Source: an optimization exercise on an open RTL-to-GDS flow (aim: small area and a short achievable clock period). Production flows keep margins and buffers that such runs may drop.
Function was checked by simulation only, so behaviour that the tests miss may differ from the original.
No activity file was given, so power comes from the tool's default toggle rates.

Setup of lagoon:
==> flow/design.v (excerpt) <==
module Dividor_Segmentado #(
    parameter integer tamanyo = 32
) (
    input CLK, RSTa, Start,
    input logic [tamanyo-1:0] Num, Den,
    output logic Done,
    output logic [tamanyo-1:0] Coc, Res
);
clock: 6.0 ns
lec_check: 0
abc_area: 1
cap_margin: 30
core_margin: 2
core_utilization: 40
cts_cluster_diameter: 100
cts_cluster_size: 30
setup_slack_margin: 3.6
slew_margin: 30
tns_end_percent: 5
run.sh (not shown) runs the stock make flow with config.mk's settings and CLKGATE_MAP_FILE= SYNTH_SCRIPT=/design/flow/synth_recipe.tcl, a recipe that flattens the netlist after the stock synthesis.
Input changes introduced in quartz (baseline for comparison: lagoon):
- GPL_ROUTABILITY_DRIVEN: unset -> 0
Findings:
- The lower actual slew at the worst max-slew pin came out of quartz.
- Taking lagoon as the reference, in quartz worst setup skew after layout -0.016 ns, final standard cell count with taps included and fillers excluded ~0 delta.
- Part of the power in the clock network came out higher on quartz than on lagoon.
- Diff lagoon -> quartz: final wirelength moved down; total power level; design area level; setup slack moved down; fmax moved down.

========
Setup of amber:
Starting RTL as in the previous note.
## Dividor_Segmentado
module Dividor_Segmentado #(
    parameter integer tamanyo = 32
) (
    input CLK, RSTa, Start,
    input logic [tamanyo-1:0] Num, Den,
    output logic Done,
    output logic [tamanyo-1:0] Coc, Res
);
export LEC_CHECK = 0
export ABC_AREA = 1
export CAP_MARGIN = 30
export CORE_MARGIN = 2
export CORE_UTILIZATION = 40
export CTS_CLUSTER_DIAMETER = 80
export CTS_CLUSTER_SIZE = 25
export SETUP_SLACK_MARGIN = 3.65
export SLEW_MARGIN = 30
export TNS_END_PERCENT = 0
create_clock -name core_clock -period 6.0 [get_ports {CLK}]
amber ran to completion and came out clean on the timing, DRC and antenna checks.
> inputs changed (amber -> garnet)
# amber
export LEC_CHECK = 0
export ABC_AREA = 1
export CAP_MARGIN = 30
export CORE_MARGIN = 2
export CORE_UTILIZATION = 40
export CTS_CLUSTER_DIAMETER = 80
export CTS_CLUSTER_SIZE = 25
export SETUP_SLACK_MARGIN = 3.65
export SLEW_MARGIN = 30
export TNS_END_PERCENT = 0
create_clock -name core_clock -period 6.0 [get_ports {CLK}]
# garnet
export LEC_CHECK = 0
export ABC_AREA = 1
export CAP_MARGIN = 30
export CORE_MARGIN = 2
export CORE_UTILIZATION = 40
export CTS_CLUSTER_DIAMETER = 100
export CTS_CLUSTER_SIZE = 30
export SETUP_SLACK_MARGIN = 3.65
export SLEW_MARGIN = 30
export TNS_END_PERCENT = 0
create_clock -name core_clock -period 6.0 [get_ports {CLK}]
Results
- Diff amber -> garnet | post-CTS setup buffer count | increase of 2
- Total net switching power shrinks slightly when moving from amber to garnet.
- Of the two candidates, amber has the better final clock skew and garnet the worse one.
### garnet -> willow
# garnet
export LEC_CHECK = 0
export ABC_AREA = 1
export CAP_MARGIN = 30
export CORE_MARGIN = 2
export CORE_UTILIZATION = 40
export CTS_CLUSTER_DIAMETER = 100
export CTS_CLUSTER_SIZE = 30
export SETUP_SLACK_MARGIN = 3.65
export SLEW_MARGIN = 30
export TNS_END_PERCENT = 0
create_clock -name core_clock -period 6.0 [get_ports {CLK}]
# willow
export LEC_CHECK = 0
export ABC_AREA = 1
export CAP_MARGIN = 25
export CORE_MARGIN = 2
export CORE_UTILIZATION = 40
export CTS_CLUSTER_DIAMETER = 100
export CTS_CLUSTER_SIZE = 30
export SETUP_SLACK_MARGIN = 3.65
export SLEW_MARGIN = 25
export TNS_END_PERCENT = 0
create_clock -name core_clock -period 6.0 [get_ports {CLK}]
--- outcome ---
Register-to-register slack in willow is 0.05 ns lower than in garnet. garnet reports its startpoint of the worst setup timing path as Coc[31]$_DFF_P_ while willow reports s29_sn$_DFF_P_. Compared willow against garnet; final critical-path share of the clock period within noise. Sort willow and garnet by maximum fanout along the worst path, descending, and willow comes first. Re non-clock buffer count: willow is about 0.4% down on garnet. | global-route usage | garnet vs willow | ≈ equal |. Between garnet and willow, the overall power of the completed layout figures differ only marginally.
What nickel does differently from willow at the input level:
# willow
export LEC_CHECK = 0
export ABC_AREA = 1
export CAP_MARGIN = 25
export CORE_MARGIN = 2
export CORE_UTILIZATION = 40
export CTS_CLUSTER_DIAMETER = 100
export CTS_CLUSTER_SIZE = 30
export SETUP_SLACK_MARGIN = 3.65
export SLEW_MARGIN = 25
export TNS_END_PERCENT = 0
create_clock -name core_clock -period 6.0 [get_ports {CLK}]
# nickel
export LEC_CHECK = 0
export ABC_AREA = 1
export CAP_MARGIN = 30
export CORE_MARGIN = 2
export CORE_UTILIZATION = 40
export CTS_CLUSTER_DIAMETER = 100
export CTS_CLUSTER_SIZE = 30
export SETUP_SLACK_MARGIN = 3.55
export SLEW_MARGIN = 30
export TNS_END_PERCENT = 0
create_clock -name core_clock -period 6.0 [get_ports {CLK}]
Results
- Of the two candidates, willow has the better clock skew and nickel the worse one.
- Diff willow -> nickel: global-route usage barely changed, power share of the clock group dropped 0.2 points, wire length dropped about 2%, data arrival time of the critical path climbed 0.07 ns, power of the clock network dropped about 3%.
- Looking at nickel and willow, the number of filler instances in the final layout is a wash.
- The power density normalized to cell area in nickel sits about 1.1% below the value recorded for willow.
- Comparing area growth from synthesis to layout for nickel and willow, the bigger number came from willow.
- On worst setup slack after layout, nickel does worse than willow.
- Relative to willow, via count has decreased by 542 in nickel.

[what the ideal ports hide]
The results above use ideal ports. As a check the final layouts listed here were re-extracted and re-timed, cells and wires unchanged. Step 1, drivers: a clkbuf_16 drives CLK and a buf_2 each remaining input, both assumed. Step 2 moves the port delays by t, midway between the first and last clock arrival at a register: inputs arrive t later, outputs are due t later. That takes back most of the time a late clock gives input paths. Three values: ideal ports, drivers, drivers and shift; two values: the first two.
run	shift t [ns]	slack for setup (ns)	pins driven straight from the clock port
lagoon	0.859	3.513 / 3.423 / 2.975	1
quartz	0.851	3.456 / 3.381 / 2.935	1
amber	0.890	3.480 / 3.400 / 2.977	1
garnet	0.856	3.506 / 3.425 / 2.991	1
willow	0.835	3.500 / 3.445 / 3.002	1
nickel	0.849	3.461 / 3.422 / 2.978	1
After both steps every run listed still meets setup and hold. For lagoon, which loses most, drivers alone change the setup slack by -0.090 ns; drivers and shift together by -0.538 ns.
